Source: an optimization exercise on an open RTL-to-GDS flow (aim: small area and a short achievable clock period). Production flows keep margins and buffers that such runs may drop.
In this exercise RTL edits were held to simulation tests only and were not proved equivalent to the original.

==> flow/design.v (outline; a module is shown in full before it is edited, if it fits) <==
// module nes_cpu: 3571 lines
module nes_cpu(clk, b_rst, b_nmi, b_irq, data_in, addr, r_bw, data_out);
  // ...
==> flow/run.sh <==
#!/bin/bash
# synth_recipe.tcl (not shown) runs the flow's synth.tcl, then flattens the netlist and writes it again
# the make line also repeats each setting of config.mk as NAME=value (left out here)
make -C /OpenROAD-flow-scripts/flow DESIGN_CONFIG=/design/flow/config.mk WORK_HOME=/design/flow/orfs CLKGATE_MAP_FILE= SYNTH_SCRIPT=/design/flow/synth_recipe.tcl finish
==> flow/config.mk <==
export PLATFORM = sky130hd
export DESIGN_NAME = nes_cpu
export DESIGN_NICKNAME = nes_cpu
export VERILOG_FILES = /design/flow/design.v
export SDC_FILE = /design/flow/constraint.sdc
export NUM_CORES = 4
export LEC_CHECK = 0
export ABC_AREA = 1
export CAP_MARGIN = 5
export CORE_MARGIN = 2
export CORE_UTILIZATION = 40
export SETUP_SLACK_MARGIN = 5
export SLEW_MARGIN = 5
==> flow/constraint.sdc <==
create_clock -name core_clock -period 12.0 [get_ports {clk}]
set_input_delay 2.4000 -clock core_clock [delete_from_list [all_inputs] [get_ports {clk}]]
set_output_delay 2.4000 -clock core_clock [all_outputs]
set_load 0.01 [all_outputs]
==> flow_metrics.env, run 1 <==
export IMPL_status="finished clean"
export IMPL_post_cts_buffers=22
export IMPL_die_w_um=175
export IMPL_yosys_area_top_type="dfrtp_1"
export IMPL_finalCritPeriodShare_pct=58.0
export IMPL_die_h_um=175
export IMPL_ys_flop_type="dfrtp_1"
export IMPL_grt_pass1_wl_um=72100
export IMPL_max_stage_delay_ps=570
export IMPL_clk_pin_slew_worst_paths_ps=70
export IMPL_tightestPinTransition_ps=1040
export IMPL_use_met3_pct=4.57
export IMPL_rows=62
export IMPL_r2r_cells=53
export IMPL_syn_cell_area_um2=11700
export IMPL_cap_violations=0
export IMPL_cts_sinks=164
export IMPL_cts_hold_buf=0
export IMPL_seq_cell_count=164
export IMPL_hold_violations=0
export IMPL_synthSimpleGateAreaFrac_pct=30.8
export IMPL_setup_worst_path_start_class="register"
export IMPL_crit_path_end_kind="primary output"
export IMPL_gr_max_usage_layer="met2"
export IMPL_inverters=308
export IMPL_min_period_ps=6970
export IMPL_min_to="CPU_DP_I0_DP_ABL_q[7]"
==> inputs of run 2 (changes only) <==
--- a/flow/config.mk
+++ b/flow/config.mk
@@ -6,8 +6,8 @@
 export NUM_CORES = 4
 export LEC_CHECK = 0
 export ABC_AREA = 1
-export CAP_MARGIN = 5
+export CAP_MARGIN = 20
 export CORE_MARGIN = 2
 export CORE_UTILIZATION = 40
 export SETUP_SLACK_MARGIN = 5
-export SLEW_MARGIN = 5
+export SLEW_MARGIN = 20
==> flow_metrics.env, run 2 <==
export IMPL_htreeDepth=4
export IMPL_hold_depth=2
export IMPL_core_um2=28800
export IMPL_fin_cells=2208
export IMPL_ys_ff_latch=164
export IMPL_yosys_cell_count_top_type="nand2_1"
export IMPL_r2r_start="ALU_OpB_Funct_reg_1_"
export IMPL_cts_sinks=164
export IMPL_antenna_left=0
export IMPL_layout_commonest_cell="nand2_1"
export IMPL_crit_path_end_kind="primary output"
export IMPL_place_gp_congestion=1.00
export IMPL_ios=37
export IMPL_final_net_count=1859
export IMPL_regArea_um2=4010
export IMPL_portBuffers=36
export IMPL_vias=12600
export IMPL_async_reset_ff_share_pct=85.4
export IMPL_cts_hold_buf=0
export IMPL_hold_path_class="register to register"
export IMPL_synth_top_area_share_pct=26.7
export IMPL_setup_viol=0
export IMPL_crit_top_cell="nand2_2"
export IMPL_arrival_ps=4570
export IMPL_cap_violations=0
export IMPL_crit_family="simple AND/OR/NAND/NOR gates"
export IMPL_crit_path_top_delay_cell="clkdlybuf4s50_1"
export IMPL_die_h_um=175
export IMPL_grt_overflow_total=0
export IMPL_worst_setup_path_type="register to primary output"
export IMPL_clock_path_buffers=2
export IMPL_cts_root_buf="clkbuf_16"
export IMPL_slew_violations=0
export IMPL_r2r_end="CPU_DP_I0_DP_PCH[6]"
export IMPL_avgSynthCellArea_um2=6.80
export IMPL_cts_tree="built"
export IMPL_drt_pass1_iterations=6
export IMPL_drive_gt1_share_pct=14.4
export IMPL_status="finished clean"
export IMPL_min_to="CPU_DP_I0_DP_ABL_q[7]"
export IMPL_rows=62
export IMPL_yosysUniqueCellTypes=61
export IMPL_r2r_cells=53
export IMPL_ys_seq_area_share_pct=34.1
export IMPL_initial_utilization_pct=40.8
export IMPL_die_w_um=175
export IMPL_setup_worst_path_start_class="register"
export IMPL_syn_nets=1772
export IMPL_dieArea_um2=30700
export IMPL_rsz0062_at_grt="yes"
export IMPL_final_cell_mix="nand2_1, inv_1, o21ai_0, nor2_1, dfrtp_1"
export IMPL_syn_cell_area_um2=11700
export IMPL_grt_usage_pct=31.6
export IMPL_tightestPinTransition_ps=1040
export IMPL_synth_cells=1724
export IMPL_area_delta_synth_final_pct=18.4
export IMPL_yosys_area_top_type="dfrtp_1"
export IMPL_slew_headroom_pct=30.5
export IMPL_synthTopCellsByArea="dfrtp_1, nand2_1, inv_1, o21ai_0, nand3_1"
export IMPL_finalCritPeriodShare_pct=58.0
export IMPL_diodes=0
export IMPL_reg2reg_slack_ps=5140
export IMPL_hold_violations=0
export IMPL_crit_fanout=5
export IMPL_multi_input_area_um2=6760
export IMPL_fill_cells=2942
export IMPL_ys_flop_type="dfrtp_1"
export IMPL_wire_per_inst_um=22.1
export IMPL_vias_per_cell=5.72
export IMPL_drc=0
export IMPL_synth_edf_count=0
export IMPL_fmax_ghz=0.144
export IMPL_grt_max_degree=72
export IMPL_initialDrtViolationCount=1573
export IMPL_antenna_found_initial=2
export IMPL_numCtsBuffers=17
export IMPL_holdCritStartpoint="CPU_DP_I0_DP_ABL_q[7]"
export IMPL_clk_pin_slew_worst_paths_ps=70
export IMPL_synth_commonest_cells="nand2_1, inv_1, o21ai_0"
export IMPL_post_route_util_pct=48.3
export IMPL_clk_latency_ps=460
export IMPL_critPathRequiredTime_ps=9600
export IMPL_routed_wl_um=48800
export IMPL_path_buf_inv=7
export IMPL_max_stage_delay_ps=570
export IMPL_yosysWarnings=1
export IMPL_place_detailed_hpwl_um=38500
export IMPL_fin_setup_tns_ps=0
export IMPL_grt_pass1_vias=11700
export IMPL_grt_pass1_wl_um=72100
export IMPL_min_period_ps=6970
export IMPL_finalClockSkew_ps=18.7
export IMPL_dp_cells=2124
[run 2: cell counts after synthesis]
No cell type changed its count.
[run 2: worst max-delay path by stage]
stage / startpoint / endpoint / slack (ps) / cells after the start
global placement: ALU_OpB_Funct_reg_1_ / CPU_DP_I0_DP_PCH[6] / 3890 / 54
CTS: CPU_DP_I0_DP_CFlg / CPU_DP_I0_DP_PCH[6] / 4910 / 52
global route: CU_CtlGen_I0_Offset_sign / CPU_DP_I0_DP_PCH[6] / 4800 / 52
floorplan: ALU_OpB_Funct_reg_1_ / CPU_DP_I0_DP_PCH[6] / 5350 / 52
detailed placement: ALU_OpB_Funct_reg_1_ / CPU_DP_I0_DP_PCH[6] / 3650 / 54
finish: ALU_OpB_Funct_reg_1_ / addr[13] / 5030 / 28
[run 2: final cells by class]
type / instances / area share [%]
inverter: 308 / 8.42
sequential: 164 / 28.8
tap: 384 / 3.46
clock buffer: 17 / 3.06
clock inverter: 15 / 1.46
multi-input combinational: 1226 / 48.6
timing repair buffer: 94 / 6.12
[run 2: worst register-to-register path, delay by kind of cell (launching register included)]
| family | cells | cell delay, ps |
|---|---|---|
| AO/OA/AOI/OAI | 9 | 1210 |
| adder cells (fa/ha/maj) | 13 | 2260 |
| buffers and inverters | 8 | 750 |
| flip-flops | 1 | 560 |
| AND/OR/NAND/NOR | 23 | 1930 |
[run 2: per-layer routing]
layer  global-route usage [%]  vias up  share of wire [%]  wire length, um
li1                         -     5899                  -                -
met1                     42.6     5995                 43            20900
met2                     49.4      612                 45            21900
met3                     4.57      120                7.4             3610
met4                     15.7        2                4.8             2360
met5                        0        -              0.027               13
[run 2: cells by family (layout without fill, tap and decap cells)]
kind of cell | count (synthesis) | count (layout) | synth area share [%]
AOI/OAI and AO/OA | 384 | 384 | 19.3
xor gates and xnor gates | 6 | 6 | 0.512
adders and majority gates | 36 | 36 | 3.84
buffers and inverters | 335 | 434 | 11.1
DFF | 164 | 164 | 34.1
muxes | 4 | 4 | 0.341
and+or+nand+nor | 795 | 796 | 30.8
[run 2: what timing repair did]
action	in CTS	in global routing
cloned	1	0
resized for setup	37	73
endpoints found under the setup margin	33	28
endpoints found under the hold margin	0	0
setup buffers	22	29
pin swaps	13	26
[run 2: stage by stage]
step	setup slack (ps)	hold WS (ps)	instance area (um^2)
global placement	3890	456	12500
floorplan	5350	449	11700
detailed placement	3650	467	12500
CTS	4910	487	13400
finish	5030	479	13900
global route	4800	505	13900

what the ideal ports hide:
The flow's constraints put no driver on any port. The routed layouts listed below were extracted and timed again, unchanged, in two steps. Step 1, drivers: a clkbuf_16 drives clk and a buf_2 each remaining input, both assumed. Step 2 adds t to the input delays and takes it off the output delays; t is the mean of the earliest and latest rising clock arrival at the registers after step 1. Input paths then give back, and output paths get back, about the clock's delay inside the block. Three values: ideal, step 1, step 2; two values: the first two.
run	shift t [ns]	setup slack, ns	clock arrival spread, ns	slew at the worst register clock pin (ns)	cell pins on the clock port's net
run 1	0.498	5.035 / 4.985 / 5.144	0.019 / 0.019	0.09 / 0.09	1
run 2	0.498	5.035 / 4.985 / 5.144	0.019 / 0.019	0.09 / 0.09	1
After both steps every run listed still meets setup and hold.
